This is an optimization exercise on Yosys and OpenROAD, whose aim is small area, not a production implementation.
In this exercise RTL edits were held to simulation tests only and were not proved equivalent to the original.

==> flow/design.v (outline; a module is shown in full before it is edited, if it fits) <==
// module cpx_multiply: 1394 lines
// module dot_prod_pip: 619 lines
// module arg_max: 55 lines
// module arg_max_gt: 242 lines
// module x_corr: 71 lines
module x_corr #(parameter xi_bits = 12,
                parameter xq_bits = 12,
                parameter yi_bits = 12,
                parameter yq_bits = 12,
                parameter i_bits = 31,
                parameter q_bits = 31,
                parameter length = 102,
                parameter length_counter_bits = 7,
                parameter out_max_bits = 62
                )
   (input clk,
    input                              rst,
    output                             s_axis_tready,
    input [xi_bits - 1:0]              xi,
    input [xq_bits - 1:0]              xq,
    input [yi_bits - 1:0]              yi,
    input [yq_bits - 1:0]              yq,
    input                              m_axis_tvalid,
    input                              m_axis_tready,
    output [out_max_bits - 1:0]        out_max,
    output [length_counter_bits - 1:0] index,
    output                             s_axis_tvalid
    );
  // ...
==> flow/flow/run.sh <==
#!/bin/bash
# Layout flow:
#  1. the standard synthesis (standard.sh synth), unchanged;
#  2. full adders of that netlist given the polarity that needs the fewest
#     inverters between adders, registers and ports (flow/polarity.py --pre),
#     then the combinational logic re-mapped for area by ABC
#     (flow/remap.ys, flow/remap.abc); registers, full/half adders and tie
#     cells keep their instances and names;
#  3. a polarity clean-up (flow/polarity.py): full adders built on
#     complemented signals, and XOR/XNOR swapped, where that saves inverters;
#  4. the standard ORFS layout from that netlist, with one-drive port
#     buffers and a clock tree of small buffers without dummy loads.
# Each tool's output goes to a log file in this folder.
set -euo pipefail
W=$(pwd)
R=$W/orfs/results/$FLOW_PLATFORM/x_corr/base
LIB=$FLOW_HOME/platforms/$FLOW_PLATFORM/lib/sky130_fd_sc_hd__tt_025C_1v80.lib
YOSYS=$(command -v yosys || echo "$FLOW_HOME/../tools/install/yosys/bin/yosys")
PERIOD_PS=$(python3 -c "print(int(round(float('$FLOW_PERIOD_NS') * 1000)))")

bash standard.sh synth > synth.log 2>&1
cp "$R/1_2_yosys.v" "$W/netlist_standard.v"
python3 flow/polarity.py --pre "$W/netlist_standard.v" "$W/netlist_prepol.v" > prepolarity.log 2>&1

sed -e "s|LIBFILE|$LIB|g" -e "s|IN_NETLIST|$W/netlist_prepol.v|" \
    -e "s|OUT_NETLIST|$W/netlist_remap.v|" -e "s|TOPNAME|$FLOW_TOP|" \
    -e "s|ABCSCRIPT|$W/flow/remap.abc|" -e "s|PERIOD_PS|$PERIOD_PS|" \
    flow/remap.ys > remap_run.ys
"$YOSYS" -s remap_run.ys > remap.log 2>&1

python3 flow/polarity.py "$W/netlist_remap.v" "$W/netlist_polarity.v" > polarity.log 2>&1
cp "$W/netlist_polarity.v" "$R/1_2_yosys.v"
rm -f "$R/1_synth.odb" "$R/1_synth.sdc"

# the platform's don't-use cells, plus the larger plain buffers, so that the
# resizer buffers with one- and two-drive cells
DONT_USE="sky130_fd_sc_hd__probe_p_8 sky130_fd_sc_hd__probec_p_8 sky130_fd_sc_hd__lpflow_bleeder_1 sky130_fd_sc_hd__lpflow_clkbufkapwr_1 sky130_fd_sc_hd__lpflow_clkbufkapwr_16 sky130_fd_sc_hd__lpflow_clkbufkapwr_2 sky130_fd_sc_hd__lpflow_clkbufkapwr_4 sky130_fd_sc_hd__lpflow_clkbufkapwr_8 sky130_fd_sc_hd__lpflow_clkinvkapwr_1 sky130_fd_sc_hd__lpflow_clkinvkapwr_16 sky130_fd_sc_hd__lpflow_clkinvkapwr_2 sky130_fd_sc_hd__lpflow_clkinvkapwr_4 sky130_fd_sc_hd__lpflow_clkinvkapwr_8 sky130_fd_sc_hd__lpflow_decapkapwr_12 sky130_fd_sc_hd__lpflow_decapkapwr_3 sky130_fd_sc_hd__lpflow_decapkapwr_4 sky130_fd_sc_hd__lpflow_decapkapwr_6 sky130_fd_sc_hd__lpflow_decapkapwr_8 sky130_fd_sc_hd__lpflow_inputiso0n_1 sky130_fd_sc_hd__lpflow_inputiso0p_1 sky130_fd_sc_hd__lpflow_inputiso1n_1 sky130_fd_sc_hd__lpflow_inputiso1p_1 sky130_fd_sc_hd__lpflow_inputisolatch_1 sky130_fd_sc_hd__lpflow_isobufsrc_1 sky130_fd_sc_hd__lpflow_isobufsrc_16 sky130_fd_sc_hd__lpflow_isobufsrc_2 sky130_fd_sc_hd__lpflow_isobufsrc_4 sky130_fd_sc_hd__lpflow_isobufsrc_8 sky130_fd_sc_hd__lpflow_isobufsrckapwr_16 sky130_fd_sc_hd__lpflow_lsbuf_lh_hl_isowell_tap_1 sky130_fd_sc_hd__lpflow_lsbuf_lh_hl_isowell_tap_2 sky130_fd_sc_hd__lpflow_lsbuf_lh_hl_isowell_tap_4 sky130_fd_sc_hd__lpflow_lsbuf_lh_isowell_4 sky130_fd_sc_hd__lpflow_lsbuf_lh_isowell_tap_1 sky130_fd_sc_hd__lpflow_lsbuf_lh_isowell_tap_2 sky130_fd_sc_hd__lpflow_lsbuf_lh_isowell_tap_4 sky130_fd_sc_hd__buf_4 sky130_fd_sc_hd__buf_6 sky130_fd_sc_hd__buf_8 sky130_fd_sc_hd__buf_12 sky130_fd_sc_hd__buf_16"

bash standard.sh \
  DONT_USE_CELLS="$DONT_USE" \
  BUFFER_PORTS_ARGS="-buffer_cell sky130_fd_sc_hd__buf_1" \
  CTS_ARGS="-sink_clustering_enable -repair_clock_nets -dont_use_dummy_load -sink_clustering_size 10 -sink_clustering_max_diameter 35 -buf_list {sky130_fd_sc_hd__clkbuf_4}" \
  finish > layout.log 2>&1
==> flow/flow/polarity.py <==
#!/usr/bin/env python3
"""Polarity clean-up of a mapped sky130 netlist (Yosys write_verilog output).

Full adders are self-dual: FA(~a,~b,~c) = (~sum, ~cout). Yosys's full-adder
extraction leaves many inverters between adders. This script chooses, per
full adder, whether to build it on complemented signals, and per XOR/XNOR
gate which of the two to use, so that as few inverters as possible remain.
Registers, ports and all other cells are left as they are. The result is
logically identical to the input netlist.

usage: polarity.py IN.v OUT.v
"""
import re, sys, random
from collections import defaultdict

P = "sky130_fd_sc_hd__"
OUTPINS = {"X", "Y", "Q", "Q_N", "SUM", "COUT", "HI", "LO"}

def esc(n):
    # escaped identifiers end at white space
    return n + " " if n.startswith("\\") else n

PRE = False

def main(src, dst):
    text = open(src).read()
    m = re.search(r"^\s*module\s", text, re.M)
    head_end = None
    cell_re = re.compile(r"^  (\S+) (\\\S+ |\S+) ?\((.*?)\n  \);\n", re.S | re.M)
    pin_re = re.compile(r"\.(\w+)\(([^()]*)\)")
    cells = []
    spans = []
    for mm in cell_re.finditer(text):
        typ, name, body = mm.group(1), mm.group(2).strip(), mm.group(3)
        pins = [(p, n.strip()) for p, n in pin_re.findall(body)]
        cells.append([typ, name, pins])
        spans.append((mm.start(), mm.end()))
    ncell_lines = len(re.findall(r"^  sky130_fd_sc_hd__", text, re.M))
    if not cells or ncell_lines != len(cells):
        # not the netlist format this script knows: leave it unchanged
        print(f"parsed {len(cells)} of {ncell_lines} cells; netlist left unchanged")
        open(dst, "w").write(text)
        return
    # the cells must form one contiguous block
    for (a, b), (c, d) in zip(spans, spans[1:]):
        if text[b:c].strip():
            print("text between cells; netlist left unchanged")
            open(dst, "w").write(text)
            return
    # ports
    ports = set()
    for mm in re.finditer(r"^\s*(input|output)\s+(\[(\d+):(\d+)\]\s*)?(\S+);", text, re.M):
        if mm.group(1) != "output":
            continue
        nm = mm.group(5)
        if mm.group(2):
            hi, lo = int(mm.group(3)), int(mm.group(4))
            for i in range(min(hi, lo), max(hi, lo) + 1):
                ports.add(f"{nm}[{i}]")
        else:
            ports.add(nm)
    isinv = lambda t: t.startswith(P + "inv_") or t.startswith(P + "clkinv_")
    isfa = lambda t: t.startswith(P + "fa_")
    isxor = lambda t: t.startswith(P + "xor2_") or t.startswith(P + "xnor2_")
    isfixed = lambda t: (t.startswith(P + "fa_") or t.startswith(P + "ha_") or
                         "dfxtp" in t or "conb" in t)
    driver = {}
    loads = defaultdict(list)
    for ci, (typ, name, pins) in enumerate(cells):
        for p, n in pins:
            if p in OUTPINS:
                driver[n] = (ci, p)
            else:
                loads[n].append((ci, p))
    # root resolution through inverters
    memo = {}
    def root(n):
        if n in memo:
            return memo[n]
        d = driver.get(n)
        if d is not None and isinv(cells[d[0]][0]):
            inp = dict(cells[d[0]][2])["A"]
            r, q = root(inp)
            res = (r, q ^ 1)
        else:
            res = (n, 0)
        memo[n] = res
        return res
    # inverters that drive ports stay; everything else is rebuilt
    keep_inv = set()
    for ci, (typ, name, pins) in enumerate(cells):
        if isinv(typ):
            out = dict(pins)["Y"]
            if out in ports:
                keep_inv.add(ci)
    # flippable cells: FA (not driving ports), XOR/XNOR (free)
    flip = {}
    fa_cells = []
    for ci, (typ, name, pins) in enumerate(cells):
        if isfa(typ):
            outs = [n for p, n in pins if p in OUTPINS]
            if not any(o in ports for o in outs):
                flip[ci] = 0
                fa_cells.append(ci)
        elif isxor(typ) and not PRE:
            outs = [n for p, n in pins if p in OUTPINS]
            if not any(o in ports for o in outs):
                flip[ci] = 0
    # load requirements: list of (ci, pin, root, parity) for non-inverter loads
    # and kept inverters (which need parity on their input)
    reqs = defaultdict(list)     # root -> list of (ci, pin, q)
    cell_in_roots = defaultdict(list)
    for ci, (typ, name, pins) in enumerate(cells):
        if isinv(typ) and ci not in keep_inv:
            continue
        for p, n in pins:
            if p in OUTPINS:
                continue
            if n.startswith("1'") or n.startswith("0'"):
                continue
            r, q = root(n)
            reqs[r].append((ci, p, q))
            cell_in_roots[ci].append(r)
    for n in ports:
        r, q = root(n)
        d = driver.get(n)
        if d is not None and isinv(cells[d[0]][0]):
            continue  # handled by kept inverter
        if n != r:
            print("port through buffer?", n, r)
    def phys(r):
        d = driver.get(r)
        if d is not None and d[0] in flip and isfa(cells[d[0]][0]):
            return flip[d[0]]
        if d is not None and d[0] in flip and isxor(cells[d[0]][0]):
            return flip[d[0]]
        return 0
    def need_inv(r, cost=True):
        pr = phys(r)
        if PRE and cost:
            d = driver.get(r)
            free_drv = d is not None and not isfixed(cells[d[0]][0])
            seen = set()
            for ci, p, q in reqs[r]:
                t = cells[ci][0]
                if not isfixed(t) and not (ci in keep_inv):
                    continue  # plain logic: absorbs an inversion when mapped again
                f = flip.get(ci, 0) if isfa(t) else 0
                seen.add((q ^ f) != pr)
            if free_drv:
                return 1 if len(seen) == 2 else 0
            return 1 if True in seen else 0
        for ci, p, q in reqs[r]:
            t = cells[ci][0]
            if ci in flip and isxor(t):
                continue  # absorbed
            f = flip.get(ci, 0) if isfa(t) else 0
            if (q ^ f) != pr:
                return 1
        return 0
    def cost_roots(rs):
        return sum(need_inv(r) for r in rs)
    def touched(ci):
        rs = set(cell_in_roots[ci])
        for p, n in cells[ci][2]:
            if p in OUTPINS:
                rs.add(n)
        return rs
    allroots = set(reqs.keys())
    before = cost_roots(allroots)
    flippable = list(flip.keys())
    tt = {ci: touched(ci) for ci in flippable}
    # greedy passes, then simulated annealing, keeping the best assignment
    random.seed(1)
    cur = before
    best = cur
    best_flip = dict(flip)
    it = 0
    T = 0.6
    steps = 400 * len(flippable)
    for step in range(steps):
        ci = flippable[random.randrange(len(flippable))]
        rs = tt[ci]
        c0 = cost_roots(rs)
        flip[ci] ^= 1
        c1 = cost_roots(rs)
        d = c1 - c0
        if d <= 0 or random.random() < pow(2.718, -d / T):
            cur += d
            if cur < best:
                best = cur
                best_flip = dict(flip)
        else:
            flip[ci] ^= 1
        T = max(0.05, 0.6 * (1 - step / steps))
    flip.update(best_flip)
    improved = True
    while improved:
        improved = False
        it += 1
        for ci in flippable:
            rs = tt[ci]
            c0 = cost_roots(rs)
            flip[ci] ^= 1
            if cost_roots(rs) < c0:
                improved = True
            else:
                flip[ci] ^= 1
    after = cost_roots(allroots)
    # rebuild: for each root needing an inverter, one new inverter
    invnet = {}
    newcells = []
    k = 0
    for r in sorted(allroots):
        if need_inv(r, cost=False):
            k += 1
            nn = f"_pol{k}_"
            invnet[r] = nn
            newcells.append((P + "inv_1", f"_polinv{k}_", [("A", r), ("Y", nn)]))
    def conn(ci, p, n):
        r, q = root(n)
        t = cells[ci][0]
        if ci in flip and isxor(t) and not PRE:
            return r
        f = flip.get(ci, 0) if isfa(t) else 0
        if (q ^ f) != phys(r):
            return invnet[r]
        return r
    out_cells = []
    for ci, (typ, name, pins) in enumerate(cells):
        if isinv(typ) and ci not in keep_inv:
            continue
        newpins = []
        if ci in flip and isxor(typ):
            # parity absorbed: xor of physical inputs vs wanted
            par = flip[ci]
            for p, n in pins:
                if p in OUTPINS:
                    newpins.append((p, n))
                    continue
                r, q = root(n)
                par ^= q ^ phys(r)
                newpins.append((p, r))
            base = "xor2_" if typ.startswith(P + "xor2_") else "xnor2_"
            # cell value = base(phys inputs); wanted output physical = true ^ flip
            # true = base(true inputs) = base(phys) ^ (q^phys parity sum)
            isx = (base == "xor2_")
            want_x = isx ^ bool(par)
            drive = typ.split("_")[-1]
            typ2 = P + ("xor2_" if want_x else "xnor2_") + drive
            opin = "X" if want_x else "Y"
            newpins = [((opin if p in OUTPINS else p), n) for p, n in newpins]
            out_cells.append((typ2, name, newpins))
            continue
        for p, n in pins:
            if p in OUTPINS or n.startswith("1'") or n.startswith("0'"):
                newpins.append((p, n))
            else:
                newpins.append((p, conn(ci, p, n)))
        out_cells.append((typ, name, newpins))
    out_cells.extend(newcells)
    # write: header (everything before first cell), declare new wires, cells, endmodule
    first = spans[0][0]
    last = spans[-1][1]
    head = text[:first]
    tail = text[last:]
    decl = "".join(f"  wire _pol{i}_;\n" for i in range(1, k + 1))
    body = []
    for typ, name, pins in out_cells:
        body.append(f"  {typ} {esc(name)} (\n" + ",\n".join(f"    .{p}({esc(n)})" for p, n in pins) + "\n  );\n")
    open(dst, "w").write(head + decl + "".join(body) + tail)
    ninv0 = sum(1 for c in cells if isinv(c[0]))
    print(f"cells {len(cells)}; inverters {ninv0} -> {len(keep_inv) + k}; roots needing inverter {before} -> {after}; passes {it}")
    nfl = sum(1 for ci in fa_cells if flip[ci])
    print(f"full adders flipped: {nfl} of {len(fa_cells)}")

if __name__ == "__main__":
    args = [a for a in sys.argv[1:] if not a.startswith("--")]
    PRE = "--pre" in sys.argv
    main(args[0], args[1])
==> flow/flow/remap.abc <==
strash
dch -f
map -a
topo
stime -c
buffer -c
upsize -c
dnsize -c
==> flow/flow/remap.ys <==
# Re-map the combinational logic of the standard synthesis netlist for area.
# Registers, full and half adders and tie cells are kept as they are (same
# instances and names); everything else is flattened to gates and mapped
# again by ABC with an area-first script (flow/remap.abc).
read_liberty -ignore_miss_func LIBFILE
read_verilog IN_NETLIST
hierarchy -top TOPNAME
blackbox sky130_fd_sc_hd__fa_1 sky130_fd_sc_hd__ha_1 sky130_fd_sc_hd__dfxtp_1 sky130_fd_sc_hd__edfxtp_1 sky130_fd_sc_hd__conb_1
flatten
rename -hide w:_*
opt_clean -purge
stat
abc -liberty LIBFILE -script ABCSCRIPT -D PERIOD_PS -dont_use sky130_fd_sc_hd__probe_p_8 -dont_use sky130_fd_sc_hd__probec_p_8 -dont_use sky130_fd_sc_hd__lpflow_*
rename -hide w:_*
opt_clean -purge
insbuf -buf sky130_fd_sc_hd__buf_4 A X
stat -liberty LIBFILE
write_verilog -noattr OUT_NETLIST
==> flow/standard.sh <==
#!/bin/bash
# synth_recipe.tcl (not shown) runs the flow's synth.tcl, then flattens the netlist and writes it again
# the make line also repeats each setting of config.mk as NAME=value (left out here)
make -C /OpenROAD-flow-scripts/flow DESIGN_CONFIG=/design/flow/config.mk WORK_HOME=/design/flow/orfs CLKGATE_MAP_FILE= SYNTH_SCRIPT=/design/flow/synth_recipe.tcl "${@:-finish}"
==> flow/config.mk <==
export PLATFORM = sky130hd
export DESIGN_NAME = x_corr
export DESIGN_NICKNAME = x_corr
export VERILOG_FILES = /design/flow/design.v
export SDC_FILE = /design/flow/constraint.sdc
export NUM_CORES = 4
export LEC_CHECK = 0
export ABC_AREA = 1
export CAP_MARGIN = 20
export CORE_MARGIN = 2
export CORE_UTILIZATION = 40
export SLEW_MARGIN = 20
==> flow/constraint.sdc <==
create_clock -name core_clock -period 10.0 [get_ports {clk}]
set_input_delay 2.0000 -clock core_clock [delete_from_list [all_inputs] [get_ports {clk}]]
set_output_delay 2.0000 -clock core_clock [all_outputs]
set_load 0.01 [all_outputs]
==> metrics.cfg, run 1 <==
[grt]
grtUsageMet1_pct=32.7
use_met2_pct=37.6
grt_busiest_layer=met2
grt_max_degree=48

[clock_tree]
clk_root_buffer_cell=clkbuf_4
post_cts_resized=0
clock_sinks=278
postCtsSetupBuffers=0
clk_pin_slew_ps=110
cts_buffers=60
cts_tree=built
holdBufCountCts=0

[finish]
clkCellAreaFrac_pct=1.34
clock_buffer_count=60
multiInputGateArea_mm2=0.0223
nets=4122
nonClkBufAreaFrac_pct=5.63
area.growth.synth_to_final_pct=9.76
seqAreaFraction_pct=18.4
regArea_mm2=0.00619

[worst_setup_path]
endpoint=mg.ore_w[3]
crit_fanout=15
crit_path_start=m_axis_tvalid
path_class=in -> reg
worstPathArrival_ps=10070
cp_top_family=adder cells
regToRegStartpoint=mg.ore_w[2]
slowest_stage=nor2_1

[synthesis]
postSynthCellCount=3290

[place]
gp_congestion=0.976

[route]
wl_met3_um=7380
drt-total-wl_um=93400
topRoutingLayerUsed=met4
route.detailed.drc=0

[status]
outcome=no timing/DRC/antenna violations

[timing]
worst_pin_slew_ps=1030
clock_skew_ps=144
hold_slack_ps=467

[min_path]
worstHoldEndpoint=am.index[4]

[die]
die_w_um=280
core_mm2=0.0758

==> inputs of run 2 (changes only) <==
--- a/flow/design.v
+++ b/flow/design.v
@@ -1403,54 +1403,44 @@
    output [59:0]     nmag,
    output reg [59:0] mag);
    reg [30:0] ore, oim;
    always @(posedge clk)
      if (load) begin
         ore <= re;
         oim <= im;
      end
-   reg [4:0] ore_nw;
-   always @(*) begin
-      if (load)
-        ore_nw = {re[30], re[30], re[29], re[28], re[27]};
-      else
-        case (st)
-          4'd1: ore_nw = {ore[27], ore[26], ore[25], ore[24], ore[23]};
-          4'd2: ore_nw = {ore[23], ore[22], ore[21], ore[20], ore[19]};
-          4'd3: ore_nw = {ore[19], ore[18], ore[17], ore[16], ore[15]};
-          4'd4: ore_nw = {ore[15], ore[14], ore[13], ore[12], ore[11]};
-          4'd5: ore_nw = {ore[11], ore[10], ore[9], ore[8], ore[7]};
-          4'd6: ore_nw = {ore[7], ore[6], ore[5], ore[4], ore[3]};
-          4'd7: ore_nw = {ore[3], ore[2], ore[1], ore[0], 1'b0};
-          default: ore_nw = 5'd0;
-        endcase
-   end
    reg [4:0] ore_w;
-   always @(posedge clk)
-     ore_w <= ore_nw;
-   reg [4:0] oim_nw;
    always @(*) begin
-      if (load)
-        oim_nw = {im[30], im[30], im[29], im[28], im[27]};
-      else
-        case (st)
-          4'd1: oim_nw = {oim[27], oim[26], oim[25], oim[24], oim[23]};
-          4'd2: oim_nw = {oim[23], oim[22], oim[21], oim[20], oim[19]};
-          4'd3: oim_nw = {oim[19], oim[18], oim[17], oim[16], oim[15]};
-          4'd4: oim_nw = {oim[15], oim[14], oim[13], oim[12], oim[11]};
-          4'd5: oim_nw = {oim[11], oim[10], oim[9], oim[8], oim[7]};
-          4'd6: oim_nw = {oim[7], oim[6], oim[5], oim[4], oim[3]};
-          4'd7: oim_nw = {oim[3], oim[2], oim[1], oim[0], 1'b0};
-          default: oim_nw = 5'd0;
-        endcase
+      case (st)
+        4'd1: ore_w = {ore[30], ore[30], ore[29], ore[28], ore[27]};
+        4'd2: ore_w = {ore[27], ore[26], ore[25], ore[24], ore[23]};
+        4'd3: ore_w = {ore[23], ore[22], ore[21], ore[20], ore[19]};
+        4'd4: ore_w = {ore[19], ore[18], ore[17], ore[16], ore[15]};
+        4'd5: ore_w = {ore[15], ore[14], ore[13], ore[12], ore[11]};
+        4'd6: ore_w = {ore[11], ore[10], ore[9], ore[8], ore[7]};
+        4'd7: ore_w = {ore[7], ore[6], ore[5], ore[4], ore[3]};
+        4'd8: ore_w = {ore[3], ore[2], ore[1], ore[0], 1'b0};
+        default: ore_w = 5'd0;
+      endcase
    end
    reg [4:0] oim_w;
-   always @(posedge clk)
-     oim_w <= oim_nw;
+   always @(*) begin
+      case (st)
+        4'd1: oim_w = {oim[30], oim[30], oim[29], oim[28], oim[27]};
+        4'd2: oim_w = {oim[27], oim[26], oim[25], oim[24], oim[23]};
+        4'd3: oim_w = {oim[23], oim[22], oim[21], oim[20], oim[19]};
+        4'd4: oim_w = {oim[19], oim[18], oim[17], oim[16], oim[15]};
+        4'd5: oim_w = {oim[15], oim[14], oim[13], oim[12], oim[11]};
+        4'd6: oim_w = {oim[11], oim[10], oim[9], oim[8], oim[7]};
+        4'd7: oim_w = {oim[7], oim[6], oim[5], oim[4], oim[3]};
+        4'd8: oim_w = {oim[3], oim[2], oim[1], oim[0], 1'b0};
+        default: oim_w = 5'd0;
+      endcase
+   end
    wire [37:0] low;
    wire oree0_one = ore_w[1] ^ ore_w[0];
    wire oree0_two = (ore_w[2] & ~ore_w[1] & ~ore_w[0]) | (~ore_w[2] & ore_w[1] & ore_w[0]);
    wire oree0_neg = ore_w[2];
    wire orep0_q0 = (oree0_one & ore[0]) ^ oree0_neg;
    wire orep0_q1 = ((oree0_one & ore[1]) | (oree0_two & ore[0])) ^ oree0_neg;
    wire orep0_q2 = ((oree0_one & ore[2]) | (oree0_two & ore[1])) ^ oree0_neg;
    wire orep0_q3 = ((oree0_one & ore[3]) | (oree0_two & ore[2])) ^ oree0_neg;
==> flow/flow/run.sh (replaced) <==
#!/bin/bash
# Layout flow:
#  1. the standard synthesis (standard.sh synth), unchanged;
#  2. full adders of that netlist given the polarity that needs the fewest
#     inverters between adders, registers and ports (flow/polarity.py --pre),
#     then the combinational logic re-mapped for area by ABC
#     (flow/remap.ys, flow/remap.abc); registers, full/half adders and tie
#     cells keep their instances and names;
#  3. a polarity clean-up (flow/polarity.py): full adders built on
#     complemented signals, and XOR/XNOR swapped, where that saves inverters;
#  4. the standard ORFS layout from that netlist, with one-drive port
#     buffers and a clock tree of small buffers without dummy loads.
# Each tool's output goes to a log file in this folder.
set -euo pipefail
W=$(pwd)
R=$W/orfs/results/$FLOW_PLATFORM/x_corr/base
LIB=$FLOW_HOME/platforms/$FLOW_PLATFORM/lib/sky130_fd_sc_hd__tt_025C_1v80.lib
YOSYS=$(command -v yosys || echo "$FLOW_HOME/../tools/install/yosys/bin/yosys")
PERIOD_PS=$(python3 -c "print(int(round(float('$FLOW_PERIOD_NS') * 1000)))")

bash standard.sh synth > synth.log 2>&1
cp "$R/1_2_yosys.v" "$W/netlist_standard.v"
python3 flow/polarity.py --pre "$W/netlist_standard.v" "$W/netlist_prepol.v" > prepolarity.log 2>&1

sed -e "s|LIBFILE|$LIB|g" -e "s|IN_NETLIST|$W/netlist_prepol.v|" \
    -e "s|OUT_NETLIST|$W/netlist_remap.v|" -e "s|TOPNAME|$FLOW_TOP|" \
    -e "s|ABCSCRIPT|$W/flow/remap.abc|" -e "s|PERIOD_PS|$PERIOD_PS|" \
    flow/remap.ys > remap_run.ys
"$YOSYS" -s remap_run.ys > remap.log 2>&1

python3 flow/polarity.py "$W/netlist_remap.v" "$W/netlist_polarity.v" > polarity.log 2>&1
cp "$W/netlist_polarity.v" "$R/1_2_yosys.v"
rm -f "$R/1_synth.odb" "$R/1_synth.sdc"

bash standard.sh \
  BUFFER_PORTS_ARGS="-buffer_cell sky130_fd_sc_hd__buf_1" \
  CTS_ARGS="-sink_clustering_enable -repair_clock_nets -dont_use_dummy_load -sink_clustering_size 10 -sink_clustering_max_diameter 35 -buf_list {sky130_fd_sc_hd__clkbuf_4}" \
  finish > layout.log 2>&1
==> flow/flow/remap.abc (replaced) <==
strash
dch
map -a
topo
stime -c
buffer -c
upsize -c
dnsize -c
==> run 2 against run 1 <==
  * Clock skew down 34 ps
  * Critical path depth up 39
  * Sequential share of layout area down 1.8 points
  * Die area down 1.3%
  * Wire length up 5.0%
  * Now fails the layout checks on setup timing
==> metrics.cfg, run 2 <==
[status]
outcome=finished with violations
violations=setup timing

[grt]
grt_pass1_wl_um=148000
grt_overflow=0
track_usage_pct=24.8
grt_pass1_vias=26000
grt_antenna_before_repair=3
grt_max_degree=63  ; +31%

[place]
hpwl_um=74200
gp_congestion=0.959  ; -1.8%
place_area_mm2=0.0336
io_buffers=120

[worst_setup_path]
worstReg2RegEnd=am.omax[17]
max_stage_delay_ps=560
startpoint_type=flip-flop
worstSetupEndpointType=flip-flop
r2r_slack_ps=-370
required_ps=10730
cp_top_family=simple AND/OR/NAND/NOR gates
path_class=reg -> reg
crit_buf_inv=18
worstPathArrival_ps=11100  ; +1030 ps
ff2ff_path_depth=69
regToRegStartpoint=st[0]
slowest_stage=fa_1
crit_fanout=7  ; -8

[die]
die_h_um=279
initial_core_util_pct=40.4
core_mm2=0.0746  ; -1.7%
rows=100
die_w_um=279  ; -0.67%
ioPinCount=123
die_area_mm2=0.0776

[finish]
layout-drive-gt1-share_pct=18.1
area.growth.synth_to_final_pct=19.6
nets=4340  ; +5.3%
fin_util_pct=48.4
top_register=am.omax
final_cell_mix=xor2_1, fa_1, o22ai_1
layout_commonest_cell=xor2_1
top_regs=am.omax x60, mg.mag x56
largest_reg_flops=60
stdcell_area_mm2=0.0361

[synthesis]
postSynthCellCount=3249  ; -1.2%
yosys_warnings=3
synth.avg_cell_area_um2=9.28
syn_area_mm2=0.0302

[clock_tree]
clk_root_buffer_cell=clkbuf_4
cts_buffers=66  ; +10%
clk_pin_slew_ps=100  ; about the same
clock_sinks=268  ; -3.6%
cts.path.max_buffers=3
insertion_delay_ps=830
cts_tree=built
holdBufCountCts=0  ; unchanged
htreeDepth=3

[timing]
rsz0062_at_grt=true
hold_viol=0
layout_setup_ws_ps=-373
worst_pin_slew_ps=944  ; -89.7 ps
finalCritPeriodShare_pct=104
clock_skew_ps=110  ; -34.5 ps
fin_crit_ps=10370
setup_violations=67
slew_headroom_pct=36.6
slew_violations=0
fin_setup_tns_ps=-18610
fmax_mhz=96.4

[route]
wl_per_cell_um=21.1
ant_nets=0
drtPass1Iterations=6
drt-total-wl_um=98000  ; +5.0%
num_vias=25700
drt_iter0_drc=1888
route.detailed.drc=0  ; unchanged
viasPerCell=5.53

[min_path]
worstHoldEndpoint=am.omax[13]
hp-class=reg -> reg
holdPathStages=2
hold_path.startpoint=am.omax[13]

[run]
drv_cap=0

==> run 2: worst max-delay path by stage <==
stage / from / to / slack, ps / cells past startpoint
finish: st[0] / am.omax[17] / -370 / 69
global route: st[0] / am.omax[17] / -890 / 69
CTS: st[0] / am.omax[10] / -160 / 75
detailed placement: st[0] / am.omax[27] / -720 / 70
global placement: st[0] / am.omax[21] / -580 / 63
floorplan: st[0] / am.omax[25] / 10 / 73
==> run 2: worst min-delay path, stage by stage, from the launching register on <==
cell and delay [ps]:
dfxtp_1 310, inv_1 70, o21ai_1 60
==> run 2: timing repair <==
action,4_1_cts,5_1_grt
setup endpoints to repair,67,67
resized for setup,98,163
gates cloned,9,9
pin swaps,37,61
setup buffers,59,26
==> run 2: layout make-up <==
cell class	instances	area, um2
tap	969	1210
antenna	5	12.5
inverter	413	1560
fill	7122	38500
sequential	268	5990
multi-input combinational	2405	22900
clock buffer	66	495
timing repair buffer	513	3890
==> run 2: through the flow <==
stage	std cells	worst slack, ps	hold slack (ps)
after floorplan	3250	10.3	444
after global placement	4470	-580	461
after detailed placement	4470	-719	477
after CTS	4604	-164	484
after global routing	4637	-891	493
final	4639	-373	478
==> run 2: routing by layer <==
layer	global-route usage, %	vias up	share of wire [%]
li1	-	11800	-
met1	31.9	12500	41
met2	41.3	1131	47
met3	4.22	272	7.1
met4	10.1	0	4.8
met5	0	-	0

==> separate check: timing with driven ports <==
Ports are ideal in the flow. The routed layouts listed here were re-timed in OpenROAD. Step 1 (the two cells are an assumption about what drives the block):
set clk [get_ports {clk}]
set_driving_cell -lib_cell sky130_fd_sc_hd__clkbuf_16 $clk
set_driving_cell -lib_cell sky130_fd_sc_hd__buf_2 [delete_from_list [all_inputs] $clk]
Step 2 also shifts input and output timing later by t, the mid clock arrival at the registers, as if the neighbouring blocks saw the same clock. Three values: no drivers, after step 1, after step 2; two values: the first two.
| run | t (ns) | setup slack, ns | latest minus earliest clock arrival (ns) | worst slew at a driven data input, ns | cell pins on the clock port's net |
|---|---|---|---|---|---|
| run 1 | 0.891 | 0.638 / 0.677 / -0.214 | 0.144 / 0.144 | 0.12 | 1 |
| run 2 | 0.826 | -0.373 / -0.373 / -0.373 | 0.119 / 0.119 | 0.05 | 1 |
Met with ideal ports but missed after step 2: setup timing in run 1. For run 1, which loses most, drivers alone change the setup slack by +0.039 ns; drivers and shift together by -0.852 ns.
